From an optimization exercise on the open Yosys and OpenROAD flow, aimed at small area; shortcuts taken in it are not production practice.
Only the layout flow was run in this run; the RTL was not checked for function there.
Power and IR drop assume default switching activity.

==> design.v <==
module pe #(
  parameter  int unsigned DATA_WIDTH = 16,
  localparam int unsigned PSUM_WIDTH = 2 * DATA_WIDTH
)
(
  input                         clk,
  input                         rstn,  
  input                         en_in,
  input                         w_invalid,
  input                         global_w_wen_in,
  input                         w_wen_in,
  input [DATA_WIDTH-1:0]        in,
  input [DATA_WIDTH-1:0]        w_in,
  input [PSUM_WIDTH-1:0]        psum_in,
  output logic                  w_wen_out,
  output logic                  en_out,
  output logic [DATA_WIDTH-1:0] pass_out,
  output logic [DATA_WIDTH-1:0] w_out,
  output logic [PSUM_WIDTH-1:0] psum_out
);
logic                  m_w_wen;
logic                  m_en;
logic [DATA_WIDTH-1:0] m_pass_out;
logic [PSUM_WIDTH-1:0] m_psum_out;
logic [DATA_WIDTH-1:0] w;   
logic [DATA_WIDTH-1:0] w2;  
logic [DATA_WIDTH-1:0] m_w;
logic [DATA_WIDTH-1:0] m_w2;
logic [DATA_WIDTH-1:0] m_w_out;
logic                  valid, valid2;
logic                  m_valid, m_valid2;
logic                  prev_global_w_wen;
logic                  w_set_done;
always_ff @(posedge clk) begin
  w_wen_out <= m_w_wen;
  en_out <= m_en;
  pass_out <= m_pass_out;
  psum_out <= m_psum_out;
  w <= m_w;
  w2 <= m_w2;
  w_out <= m_w_out;
  valid <= m_valid;
  valid2 <= m_valid2;
end
always_comb begin
  m_en = en_in;
  if (en_in) begin
    m_pass_out = in;
    m_psum_out = in * w + psum_in;
  end else begin
    m_pass_out = pass_out;
    m_psum_out = psum_out;
  end
  if (!rstn) begin
    m_en = 1'b0;
    m_pass_out = {DATA_WIDTH{1'd0}};
    m_psum_out = {PSUM_WIDTH{1'd0}};
  end
end
assign w_set_done = !global_w_wen_in && prev_global_w_wen;
always_ff @(posedge clk) begin
  prev_global_w_wen <= global_w_wen_in;
end
always_comb begin
  m_w_wen = w_wen_in;
  if (global_w_wen_in && w_wen_in) begin
    m_w2 = w_in;
    m_w_out = w_in;
    m_valid2 = 1'b1;
  end else begin
    m_w2 = w2;
    m_w_out = {DATA_WIDTH{1'b0}};
    m_valid2 = valid2;
  end
  if (w_set_done && !valid && valid2) begin
    m_w = w2;
    m_valid = 1'b1;
    m_valid2 = 1'b0;
  end else begin
    m_w = w;
    m_valid = valid;
  end
  if (w_invalid) begin
    if (valid2) begin
      m_w = w2;
      m_valid = 1'b1;
      m_valid2 = 1'b0;
    end else begin
      m_w = {DATA_WIDTH{1'b0}};
      m_valid = 1'b0;
    end
  end
  if (!rstn) begin
    m_w_wen = 1'b0;
    m_w = {DATA_WIDTH{1'b0}};
    m_w2 = {DATA_WIDTH{1'b0}};
    m_w_out = {DATA_WIDTH{1'b0}};
    m_valid = 1'b0;
    m_valid2 = 1'b0;
  end
end
endmodule
module sys_row #(
  parameter  int unsigned SYS_COL = 16,
  parameter  int unsigned DATA_WIDTH = 16,
  localparam int unsigned PSUM_WIDTH = DATA_WIDTH * 2
) (
  input                   clk,
  input                   rstn,
  input [SYS_COL-1:0]     en_in,
  input                   w_invalid,
  input [SYS_COL-1:0]     global_w_wen_in,
  input [SYS_COL-1:0]     w_wen_in,
  input [DATA_WIDTH-1:0]  in,
  input [0:SYS_COL-1][DATA_WIDTH-1:0]  w_in,
  input [0:SYS_COL-1][PSUM_WIDTH-1:0]  psum_in,
  output [SYS_COL-1:0]    w_wen_out,
  output [SYS_COL-1:0]    en_out,
  output [0:SYS_COL-1][DATA_WIDTH-1:0] w_out,
  output [0:SYS_COL-1][PSUM_WIDTH-1:0] psum_out
);
logic [0:SYS_COL-2][DATA_WIDTH-1:0]    m_pass_out;
logic [SYS_COL-1:0]       m_en_out;
assign en_out = m_en_out;
genvar i;
generate
  for (i = 0; i < SYS_COL; i = i + 1) begin : pe_arr
    if (i == 0) begin
      pe #(.DATA_WIDTH(DATA_WIDTH))
      m_first_pe(
        .clk            (clk),
        .rstn           (rstn),
        .en_in          (en_in[0]),
        .w_invalid      (w_invalid),
        .global_w_wen_in(global_w_wen_in[i]),
        .w_wen_in       (w_wen_in[i]),
        .in             (in),
        .w_in           (w_in[i]),
        .psum_in        (psum_in[i]),
        .w_wen_out      (w_wen_out[i]),
        .en_out         (m_en_out[i]),
        .pass_out       (m_pass_out[i]),
        .w_out          (w_out[i]),
        .psum_out       (psum_out[i])
      );
    end else if (i == SYS_COL - 1) begin
      pe #(.DATA_WIDTH(DATA_WIDTH))
      m_last_pe(
        .clk            (clk),
        .rstn           (rstn),
        .en_in          (m_en_out[i-1]),
        .w_invalid      (w_invalid),
        .global_w_wen_in(global_w_wen_in[i]),
        .w_wen_in       (w_wen_in[i]),
        .in             (m_pass_out[i-1]),
        .w_in           (w_in[i]),
        .psum_in        (psum_in[i]),
        .w_wen_out      (w_wen_out[i]),
        .en_out         (m_en_out[i]),
        .pass_out       (),
        .w_out          (w_out[i]),
        .psum_out       (psum_out[i])
      );
    end else begin
      pe #(.DATA_WIDTH(DATA_WIDTH))
      m_middle_pe(
        .clk            (clk),
        .rstn           (rstn),
        .en_in          (m_en_out[i-1]),
        .w_invalid      (w_invalid),
        .global_w_wen_in(global_w_wen_in[i]),
        .w_wen_in       (w_wen_in[i]),
        .in             (m_pass_out[i-1]),
        .w_in           (w_in[i]),
        .psum_in        (psum_in[i]),
        .w_wen_out      (w_wen_out[i]),
        .en_out         (m_en_out[i]),
        .pass_out       (m_pass_out[i]),
        .w_out          (w_out[i]),
        .psum_out       (psum_out[i])
      );
    end
  end
endgenerate
endmodule
module sys_array #(
  parameter  int unsigned SYS_ROW = 16,
  parameter  int unsigned SYS_COL = 16,
  parameter  int unsigned DATA_WIDTH = 16,
  localparam int unsigned PSUM_WIDTH = DATA_WIDTH * 2
) (
  input                   clk,
  input                   rstn,
  input                   en,
  input [SYS_ROW-1:0]     w_invalid,
  input [SYS_COL-1:0]     w_wen,
  input [0:SYS_ROW-1][DATA_WIDTH-1:0]  in,
  input [0:SYS_COL-1][DATA_WIDTH-1:0]  w_in,
  output [0:SYS_COL-1][PSUM_WIDTH-1:0] psum_out,
  output [SYS_COL-1:0]    en_out
);
logic [0:SYS_ROW-2][0:SYS_COL-1][DATA_WIDTH-1:0]    m_w_out;
logic [0:SYS_ROW-2][0:SYS_COL-1][PSUM_WIDTH-1:0]    m_psum_out;
logic [0:SYS_ROW-2][SYS_COL-1:0]       m_en;
logic [0:SYS_ROW-2][SYS_COL-1:0]       m_w_wen;
logic [0:SYS_COL-1][PSUM_WIDTH-1:0]    zero_psum;
genvar i;
generate
  for (i = 0; i < SYS_ROW; i = i + 1) begin : sys_row_arr
    if (i == 0) begin
      sys_row #(
        .SYS_COL(SYS_COL),
        .DATA_WIDTH(DATA_WIDTH)
      ) m_first_sys_row
      (
        .clk        (clk),
        .rstn       (rstn),
        .en_in      ({SYS_COL{en}}),
        .w_invalid  (w_invalid[i]),
        .global_w_wen_in(w_wen),
        .w_wen_in   (w_wen),
        .in         (in[i]),
        .w_in       (w_in),
        .psum_in    (zero_psum),
        .w_wen_out  (m_w_wen[i]),
        .en_out     (m_en[i]),
        .w_out      (m_w_out[i]),
        .psum_out   (m_psum_out[i])
      );
    end else if (i == SYS_ROW - 1) begin
      sys_row #(
        .SYS_COL(SYS_COL),
        .DATA_WIDTH(DATA_WIDTH)
      ) m_last_sys_row 
      (
        .clk        (clk),
        .rstn       (rstn),
        .en_in      (m_en[i-1]),
        .w_invalid  (w_invalid[i]),
        .global_w_wen_in(w_wen),
        .w_wen_in   (m_w_wen[i-1]),
        .in         (in[i]),
        .w_in       (m_w_out[i-1]),
        .psum_in    (m_psum_out[i-1]),
        .w_wen_out  (),
        .en_out     (en_out),
        .w_out      (),
        .psum_out   (psum_out)
      );
    end else begin
      sys_row #(
        .SYS_COL(SYS_COL),
        .DATA_WIDTH(DATA_WIDTH)
      ) m_middle_sys_row 
      (
        .clk        (clk),
        .rstn       (rstn),
        .en_in      (m_en[i-1]),
        .w_invalid  (w_invalid[i]),
        .global_w_wen_in   (w_wen),
        .w_wen_in   (m_w_wen[i-1]),
        .in         (in[i]),
        .w_in       (m_w_out[i-1]),
        .psum_in    (m_psum_out[i-1]),
        .w_wen_out  (m_w_wen[i]),
        .en_out     (m_en[i]),
        .w_out      (m_w_out[i]),
        .psum_out   (m_psum_out[i])
      );
    end
  end
endgenerate
int j;
always_comb begin
  for (j = 0; j < SYS_COL; j = j + 1) begin
    zero_psum[j] = {PSUM_WIDTH{1'b0}};
  end
end
endmodule
module sys_array_top #(
  parameter  int unsigned SYS_ROW = 4,
  parameter  int unsigned SYS_COL = 4,
  parameter  int unsigned DATA_WIDTH = 16,
  localparam int unsigned PSUM_WIDTH = DATA_WIDTH * 2
) (
  input                             clk,
  input                             rstn,
  input                             en,
  input  [SYS_ROW-1:0]              w_invalid,
  input  [SYS_COL-1:0]              w_wen,
  input  [SYS_ROW*DATA_WIDTH-1:0]   in,
  input  [SYS_COL*DATA_WIDTH-1:0]   w_in,
  output [SYS_COL*PSUM_WIDTH-1:0]   psum_out,
  output [SYS_COL-1:0]              en_out
);
logic [0:SYS_ROW-1][DATA_WIDTH-1:0] in_arr;
logic [0:SYS_COL-1][DATA_WIDTH-1:0] w_in_arr;
logic [0:SYS_COL-1][PSUM_WIDTH-1:0] psum_arr;
genvar g;
generate
  for (g = 0; g < SYS_ROW; g = g + 1) begin : in_unpack
    assign in_arr[g] = in[g*DATA_WIDTH +: DATA_WIDTH];
  end
  for (g = 0; g < SYS_COL; g = g + 1) begin : col_unpack
    assign w_in_arr[g] = w_in[g*DATA_WIDTH +: DATA_WIDTH];
    assign psum_out[g*PSUM_WIDTH +: PSUM_WIDTH] = psum_arr[g];
  end
endgenerate
sys_array #(
  .SYS_ROW(SYS_ROW), .SYS_COL(SYS_COL), .DATA_WIDTH(DATA_WIDTH)
) SYS_ARR (
  .clk      (clk),
  .rstn     (rstn),
  .en       (en),
  .w_invalid(w_invalid),
  .w_wen    (w_wen),
  .in       (in_arr),
  .w_in     (w_in_arr),
  .psum_out (psum_arr),
  .en_out   (en_out)
);
endmodule
==> run.sh <==
#!/bin/bash
# synth_recipe.tcl (not shown) runs the flow's synth.tcl, then flattens the netlist and writes it again
# the make line also repeats each setting of config.mk as NAME=value (left out here)
make -C /OpenROAD-flow-scripts/flow DESIGN_CONFIG=/design/flow/config.mk WORK_HOME=/design/flow/orfs CLKGATE_MAP_FILE= SYNTH_SCRIPT=/design/flow/synth_recipe.tcl finish
==> config.mk <==
export PLATFORM = sky130hd
export DESIGN_NAME = sys_array_top
export DESIGN_NICKNAME = sys_array_top
export VERILOG_FILES = /design/flow/design.v
export SDC_FILE = /design/flow/constraint.sdc
export NUM_CORES = 4
export LEC_CHECK = 0
export CAP_MARGIN = 20
export CORE_MARGIN = 2
export CORE_UTILIZATION = 40
export PLACE_DENSITY = 0.6
export SLEW_MARGIN = 20
==> constraint.sdc <==
create_clock -name core_clock -period 10.0 [get_ports {clk}]
set_input_delay 2.0000 -clock core_clock [delete_from_list [all_inputs] [get_ports {clk}]]
set_output_delay 2.0000 -clock core_clock [all_outputs]
set_load 0.01 [all_outputs]
==> results by group <==
Yosys
  – Post-synthesis cell area: 195,000 um2
  – Synth area leaders: sky130_fd_sc_hd__fa_1 36%, sky130_fd_sc_hd__dfxtp_1 15%, sky130_fd_sc_hd__ha_1 10%
  – Number of nets in the synthesized netlist: 27,200
  – Most repeated cell in the gate-level netlist after synthesis: sky130_fd_sc_hd__inv_1
  – Count of mapped cells out of synthesis: 22,000
  – Mean post-synth cell area: 8.83 um2
  – Post-synthesis register bit count: 1,463
  – Post-synth top area cell: sky130_fd_sc_hd__fa_1
  – Count of synthesis-stage warnings from yosys: 2
  – Primary flip-flop cell chosen by synthesis mapping: sky130_fd_sc_hd__dfxtp_1
  – Distinct cells, synth: 89
  – Count of flip-flops with a built-in enable after synthesis: 0
  – Sequential element share of the synthesized area: roughly 15%
  – Yosys top cell area share: 35.8%
  – Fraction of registers with async set/reset: 0%
  – Commonest cells post-synth: 4,974 x sky130_fd_sc_hd__inv_1, 3,476 x sky130_fd_sc_hd__fa_1, 2,883 x sky130_fd_sc_hd__nand2_1

STA
  – Unrepaired setup endpoints after global routing: false
  – Transition time of the tightest slew-check pin: 1.15 ns
  – Number of endpoints failing setup at the final stage: 0
  – Endpoints failing hold: 0
  – Part of the cycle the worst path needs: 81.6%
  – Slack of the critical path: ~1.8 ns
  – Worst setup skew after layout: 0.0863 ns
  – Number of pins exceeding their max-slew limit in the final report: 0
  – Worst hold slack: around 0.43 ns
  – Setup TNS after final layout: 0 ns
  – Minimum clock period after layout: 8.16 ns
  – Relative slew slack: 23.4%
  – Maximum clock frequency: 123 MHz

Drt
  – Pre-antenna DRT Iters: 5
  – Total wirelength of the detailed-routed design: 552 mm
  – DRC violation count after routing: 0
  – Number of DRC markers in iteration 0: 9,624
  – Number of vias per cell after detailed routing: 5.04
  – Number of routed nets with antenna violations: 0
  – Average routed wire per standard cell: 19.5 um
  – Routed via count: 143,000

Clock network
  – Clock tree root driver cell: sky130_fd_sc_hd__clkbuf_16
  – Clock buffer depth: 4
  – H-tree lvl count: 4
  – Hold-fix buffers, CTS: 0
  – Number of clock sinks: 1,463
  – Latest clock arrival within the worst-skew pair: 0.93 ns
  – Clock-pin transition on the worst setup and hold timing paths: 0.06 ns
  – Number of buffers inserted by post-CTS setup repair: 0
  – Post-CTS sizing: 0
  – Number of buffers created by CTS: 176
  – Clock tree from TritonCTS: done

Power and ir drop
  – Net switching power: 3.63 mW
  – Power per Cell Area: 66.2 nW/um2
  – Clk pwr share: between 50% and 60%
  – Share of power burned in combinational logic: 5.9%
  – Maximum vdd ir drop: 0.137 mV
  – Sw frac: a little over a quarter
  – Total chip power: 13.9 mW
  – Total internal power: 10.2 mW
  – Sequential cell fraction of total power: between 40% and 50%
  – Leakage component of the power: 104 nW

Die
  – Full die area: 492,000 um2
  – Core area: 485,000 um2
  – Boundary pin count: 271
  – Die Span X: about 700 um
  – Die Height: 701 um
  – Initial core utilization: 40.1%
  – Row count: 256

Worst setup path
  – Crit Path Max Fanout: 17
  – Category of the worst setup path capture point: flop
  – WP data required: 10.79 ns
  – Beginning of the critical path: in[58]
  – Type of origin of the critical path: input pin
  – Worst Reg-to-Reg Cells: 22
  – Critical path class: input pin to flop
  – Arrival time of data at the critical path endpoint: 8.95 ns
  – Reg-to-reg slack, setup: between 2 and 2.5 ns

Global route
  – Number of global-route vias before repair: 150,000
  – Remaining global-route overflow: 0
  – Total track usage: 22.5%
  – Pin count of the biggest net entering global routing: between 150 and 200
  – Number of antenna violations at the first check in global routing: 28
  – Wire length of the first global-routing pass: just under 900 mm

Placed design
  – HPWL Detailed: between 400 and 500 mm
  – Pre-CTS WS: 0.996 ns
  – Placed cell area: 203,000 um2
  – Routability-driven placement congestion ratio: about 0.89
  – Number of buffers added on ports: 270
  – Cell total after placement: 28,000

Hold path
  – Kind of path behind the tightest hold check: flop to flop
  – Hold Path Stages: 2

Layout
  – Area grow syn2layout: 7.62%
  – Final Util: 43.1%
  – Storage element area: roughly 30,000 um2
  – Layout net count: 26,900
  – Finished Layout Cells: 28,300
  – Total of fill cells in the finished design: 47,800
  – Post-route standard cell area excluding fillers: 209,000 um2
  – Multi-input logic area: 143,000 um2
  – Layout cell share with drive strength beyond 1: 2.74%

Run
  – Max Cap Viol: 0

Run status
  – Status: timing/DRC/antenna clean
layout make-up:
cell class	instances	area share, %
multi-input cells	14600	68.2
flip-flops and latches	1463	14.0
inverters	4976	8.92
well taps	6450	3.85
clock buffers	232	2.38
repair buffers	470	2.02
clock inverters	90	0.572
diodes	13	0.0155
worst max-delay path: stages:
cell	delay [ns]
sky130_fd_sc_hd__clkdlybuf4s50_1	1.02
sky130_fd_sc_hd__nand2_1	0.17
sky130_fd_sc_hd__fa_1	0.54
sky130_fd_sc_hd__fa_1	0.58
sky130_fd_sc_hd__fa_1	0.45
sky130_fd_sc_hd__fa_1	0.56
sky130_fd_sc_hd__inv_1	0.05
sky130_fd_sc_hd__fa_1	0.50
sky130_fd_sc_hd__inv_1	0.05
sky130_fd_sc_hd__fa_1	0.48
sky130_fd_sc_hd__inv_1	0.04
sky130_fd_sc_hd__ha_1	0.35
sky130_fd_sc_hd__and4_1	0.22
sky130_fd_sc_hd__o21ai_1	0.09
sky130_fd_sc_hd__a31oi_1	0.32
sky130_fd_sc_hd__a311oi_1	0.24
sky130_fd_sc_hd__o41ai_1	0.61
sky130_fd_sc_hd__a31oi_1	0.26
sky130_fd_sc_hd__o21ai_1	0.21
sky130_fd_sc_hd__xnor2_1	0.13
sky130_fd_sc_hd__o21ai_1	0.07
power groups by stage:
stage	clock network, mW	logic, mW	registers, mW
after detailed placement	0	0.816	6.17
after floorplan	0	0.495	6.06
after global routing	7.35	0.887	6.05
after CTS	7.14	0.819	6.05
after global placement	0	0.809	6.17
final	6.98	0.822	6.05
metal layers:
| metal | vias to the layer above | global-route usage [%] | wire [um] |
|---|---|---|---|
| met4 | 4 | 4.71 | 11900 |
| met5 | - | 0 | 27 |
| met2 | 3994 | 36.1 | 247000 |
| li1 | 65500 | - | - |
| met3 | 626 | 3.07 | 34700 |
| met1 | 72500 | 32.6 | 259000 |
logic make-up (layout without fill, tap and decap cells):
family	count (synthesis)	in the layout	share of synthesized area, %
AO/OA/AOI/OAI	1905	1905	6.31
XOR/XNOR	388	388	1.75
adder cells (fa/ha/maj)	5080	5080	46.1
buffers and inverters	5969	5768	11.5
flip-flops	1463	1463	15.1
multiplexers	574	574	2.96
other	0	13	0
AND/OR/NAND/NOR	6644	6644	16.3
how the worst max path moves through the flow:
stage	slack, ns	cells after the start	endpoint
global placement	1.02	22	flop
CTS	1.95	22	flop
finish	1.84	21	flop
detailed placement	1.0	21	flop
global route	1.52	22	flop
floorplan	2.30	23	flop
placed cells by master (no fill, tap or decap), types with 19 or more instances in the layout:
cell type / n
sky130_fd_sc_hd__a211oi_1: 58
sky130_fd_sc_hd__a21o_1: 251
sky130_fd_sc_hd__a21oi_1: 722
sky130_fd_sc_hd__a22o_1: 116
sky130_fd_sc_hd__a22oi_1: 67
sky130_fd_sc_hd__a31oi_1: 77
sky130_fd_sc_hd__and2_1: 1989
sky130_fd_sc_hd__and3_1: 222
sky130_fd_sc_hd__buf_4: 198
sky130_fd_sc_hd__bufinv_16: 20
sky130_fd_sc_hd__clkbuf_1: 22
sky130_fd_sc_hd__clkbuf_16: 179
sky130_fd_sc_hd__clkbuf_8: 31
sky130_fd_sc_hd__clkdlybuf4s50_1: 263
sky130_fd_sc_hd__clkinv_2: 22
sky130_fd_sc_hd__dfxtp_1: 1456
sky130_fd_sc_hd__fa_1: 3476
sky130_fd_sc_hd__ha_1: 1604
sky130_fd_sc_hd__inv_1: 4970
sky130_fd_sc_hd__inv_6: 19
sky130_fd_sc_hd__mux2i_1: 563
sky130_fd_sc_hd__nand2_1: 2882
sky130_fd_sc_hd__nand2b_1: 55
sky130_fd_sc_hd__nand3_1: 209
sky130_fd_sc_hd__nand4_1: 53
sky130_fd_sc_hd__nand4b_1: 20
sky130_fd_sc_hd__nor2_1: 946
sky130_fd_sc_hd__nor2b_1: 68
sky130_fd_sc_hd__nor3_1: 72
sky130_fd_sc_hd__o211ai_1: 34
sky130_fd_sc_hd__o21a_1: 45
sky130_fd_sc_hd__o21ai_0: 229
sky130_fd_sc_hd__o21ai_1: 35
sky130_fd_sc_hd__o21bai_1: 53
sky130_fd_sc_hd__o31ai_1: 24
sky130_fd_sc_hd__or3_1: 48
sky130_fd_sc_hd__xnor2_1: 263
sky130_fd_sc_hd__xor2_1: 125

-- separate check: timing with driven ports --
In the flow no input, the clock included, has a driving cell. The finished layout below was timed again as built, in two steps. Step 1 assumes that a clkbuf_16 drives the clock port and a buf_2 every other input. Step 2 times the ports against the registers' clock, not the clock port: input delays grow and output delays shrink by t, the midpoint of the rising clock arrivals with the driver on. a / b / c = ideal ports / drivers / drivers and shift; a / b = the first two.
t, ns: 1.018
slack for setup (ns): 1.841 / 1.908 / 0.890
hold slack, ns: 0.432 / 0.432 / 0.432
pins driven straight from the clock port: 1
After both steps setup and hold are still met in this run. For this run, drivers alone change the setup slack by +0.067 ns; drivers and shift together by -0.951 ns.
